This design comes from an exercise in tuning for small area on the open sky130 flow, not from production work. RTL that was checked went through simulation tests only; none was proved equivalent to the original. The flow treats the clock pin as an ideal source, which a real chip does not have. Power and IR drop assume default switching activity.

Design switch, start of the top module:
module switch ( clk,rst,data_in,valid_in, paddr,psel,pen,p_write,p_wdata,
out_port1,out_port2,out_port3, out_port4,valid_out,prdata);
For scale: roughly 270 cells after synthesis, ~90 flip-flops, roughly 110 I/O pins.
clock: 5.0 ns
lec_check: 0
cap_margin: 20
core_margin: 2
core_utilization: 40
slew_margin: 20
standard.sh (not shown) runs the stock make flow with config.mk's settings and CLKGATE_MAP_FILE= SYNTH_SCRIPT=/design/flow/synth_recipe.tcl, a recipe that flattens the netlist after the stock synthesis.
==> flow/flow/run.sh <==
#!/bin/bash
# Standard ORFS layout with these changes: ports are buffered with buf_1
# instead of clkdlybuf4s50_1; one tie cell drives all the constant outputs
# (no tie fanout repair); clock tree synthesis inserts no dummy loads, and
# a post-CTS hook (flow/cts_resize.tcl) sizes each clock buffer down as
# far as the register clock-pin slew allows.
set -euo pipefail
here=$(pwd)
bash standard.sh \
  'BUFFER_PORTS_ARGS=-buffer_cell sky130_fd_sc_hd__buf_1' \
  'SKIP_REPAIR_TIE_FANOUT=1' \
  'CTS_ARGS=-sink_clustering_enable -repair_clock_nets -dont_use_dummy_load' \
  "POST_CTS_TCL=$here/flow/cts_resize.tcl" \
  finish > make_finish.log 2>&1
==> flow/flow/cts_resize.tcl <==
set limit 0.115
set cands {clkbuf_1 clkbuf_2 buf_4 clkbuf_4 buf_6 clkbuf_8 buf_8 buf_12 clkbuf_16}
set lib [lindex [get_libs *] 0]

proc max_clk_slew {} {
  estimate_parasitics -placement
  set m 0
  foreach p [get_pins -hierarchical */CLK] {
    set s [get_property $p slew_max]
    if {$s > $m} { set m $s }
  }
  return $m
}

set bufs {}
foreach inst [get_cells -hierarchical clkbuf_*] {
  set name [get_full_name $inst]
  if {[string match "clkbuf_0_*" $name]} { set root $inst } else { lappend bufs $inst }
}
if {[info exists root]} { lappend bufs $root }
puts "clock tree resize: start slew [max_clk_slew]"
foreach inst $bufs {
  set orig [get_property [get_lib_cells -of_objects $inst] name]
  set done 0
  foreach c $cands {
    if {$c eq [string range $orig 16 end]} { break }
    replace_cell $inst sky130_fd_sc_hd__$c
    if {[max_clk_slew] <= $limit} { set done 1; break }
  }
  if {!$done} { replace_cell $inst $orig }
  puts "clock tree resize: [get_full_name $inst] $orig -> [get_property [get_lib_cells -of_objects $inst] name]"
}
detailed_placement
puts "clock tree resize: final slew [max_clk_slew]"
Change:
==> flow/flow/run.sh (replaced) <==
#!/bin/bash
# Standard ORFS layout with three changes: ports are buffered with buf_1
# instead of clkdlybuf4s50_1, one tie cell drives all the constant outputs
# (no tie fanout repair), and clock tree synthesis inserts no dummy loads.
set -euo pipefail
bash standard.sh \
  'BUFFER_PORTS_ARGS=-buffer_cell sky130_fd_sc_hd__buf_1' \
  'SKIP_REPAIR_TIE_FANOUT=1' \
  'CTS_ARGS=-sink_clustering_enable -repair_clock_nets -dont_use_dummy_load' \
  finish > make_finish.log 2>&1
removed: flow/flow/cts_resize.tcl
Result: Design area came out higher by 1.2%; total power came out higher by 5.3%; setup slack is better by 0.099 ns; die area stays the same; first-iteration DRC count came out higher by 15%; routed wire length came out higher by 1.2%; area after synthesis stays the same; hold slack barely changes; clock power came out higher by 21%; sequential share of layout area came out lower by 0.70 points; clock skew came out lower by 0.024 ns.

---

== run 1 ==
switch, a different RTL version from the one above (not shown whole).
Size: ~300 cells after synthesis, roughly 110 I/O pins.
## switch
module switch ( clk,rst,data_in,valid_in, paddr,psel,pen,p_write,p_wdata,
out_port1,out_port2,out_port3, out_port4,valid_out,prdata);
input clk,rst,data_in,valid_in;
input [31:0]paddr;
input [31:0]p_wdata;
input psel,pen,p_write;
output out_port1,out_port2,out_port3, out_port4,valid_out;
output [31:0]prdata;
reg chip_en;
reg [3:0]out_port_en;
reg [3:0]rd_lo;
reg rd_id;
wire pwrite = p_write & psel & pen;
wire pread  = ~p_write & psel & pen;
wire hi_zero = ~|{paddr[31:4], paddr[1:0]};
wire a0 = hi_zero & ~paddr[3] & ~paddr[2];
wire a4 = hi_zero & ~paddr[3] &  paddr[2];
wire a8 = hi_zero &  paddr[3] & ~paddr[2];
always @(posedge clk) begin
	if (!rst) begin
		chip_en <= 1'b0;
		out_port_en <= 4'b0001;
	end else begin
		if (a0 & pwrite) chip_en <= p_wdata[0];
		if (a8 & pwrite) out_port_en <= p_wdata[3:0];
	end
end
always @(posedge clk) begin
	if (rst & pread & (a0 | a4 | a8)) begin
		rd_lo <= a8 ? out_port_en : {a4, 1'b0, a4, a0 & chip_en};
		rd_id <= a4;
	end
end
assign prdata = {24'd0, rd_id, 1'b0, rd_id, 1'b0, rd_lo};
reg [63:0]sr;
reg [5:0]cnt;       
  ...
make LEC_CHECK=0 CAP_MARGIN=20 CORE_MARGIN=2 CORE_UTILIZATION=40 SLEW_MARGIN=20 finish   # period 5.0 ns
run.sh (not shown) runs the stock make flow with config.mk's settings and CLKGATE_MAP_FILE= SYNTH_SCRIPT=/design/flow/synth_recipe.tcl, a recipe that flattens the netlist after the stock synthesis.
Stock flow here: none of the scripts above is used.
Setup changes, run 1 to run 2
==> flow/flow/run.sh (new file) <==
#!/bin/bash
# Standard ORFS layout with two changes: ports are buffered with the
# smallest buffer instead of clkdlybuf4s50_1, and clock tree synthesis
# inserts no dummy loads.
set -euo pipefail
bash standard.sh \
  'BUFFER_PORTS_ARGS=-buffer_cell sky130_fd_sc_hd__buf_1' \
  'CTS_ARGS=-sink_clustering_enable -repair_clock_nets -dont_use_dummy_load' \
  finish > make_finish.log 2>&1
==> flow/standard.sh (new file) <==
#!/bin/bash
# synth_recipe.tcl (not shown) runs the flow's synth.tcl, then flattens the netlist and writes it again
# the make line also repeats each setting of config.mk as NAME=value (left out here)
make -C /OpenROAD-flow-scripts/flow DESIGN_CONFIG=/design/flow/config.mk WORK_HOME=/design/flow/orfs CLKGATE_MAP_FILE= SYNTH_SCRIPT=/design/flow/synth_recipe.tcl "${@:-finish}"
removed: flow/run.sh
Results
- Post-route non-filler standard cell count shrinks slightly when moving from run 1 to run 2.
- Looking only at relative slew slack, and setting everything else aside, the higher value of run 2 and run 1 goes to run 1.
- Summary — clock power, run 2 relative to run 1: lower, by 32%.
- Compared with run 1, run 2 shows a fraction of final layout cells with drive strength greater than 1 that is 1.8 points lower.
- Comparing power dissipated in combinational cells for run 2 and run 1, the bigger number came from run 1.
No run of this note included a check of the RTL's function; only the layout flow was run.

## port drivers added, routing unchanged
No port has a modelled driver above. Below, the same layouts with a new extraction and two added sets of constraints.
Step 1 assumes that a clkbuf_16 drives the clock port and a buf_2 every other input.
Step 2, shift: input delay + t, output delay - t, t = (earliest + latest rising clock arrival at the registers) / 2. This alone moves slack from input paths to output paths.
a / b / c = ideal / step 1 / step 2; a / b = the first two.
run	shift t [ns]	setup WS [ns]	hold WS [ns]	clock arrival spread, ns	worst slew at a driven data input, ns
the first run of note 1	0.511	2.533 / 2.505 / 2.249	0.433 / 0.433 / 0.433	0.045 / 0.044	0.04
the second run of note 1	0.379	2.632 / 2.638 / 2.265	0.434 / 0.434 / 0.434	0.023 / 0.023	0.04
run 1	0.378	1.498 / 1.498 / 1.498	0.449 / 0.449 / 0.449	0.013 / 0.014	0.04
run 2	0.364	1.445 / 1.445 / 1.445	0.437 / 0.437 / 0.437	0.030 / 0.030	0.04
After both steps setup and hold are still met in every run listed. The setup slack of the second run of note 1, which loses most, moves by +0.006 ns with the drivers and by -0.367 ns with both steps.
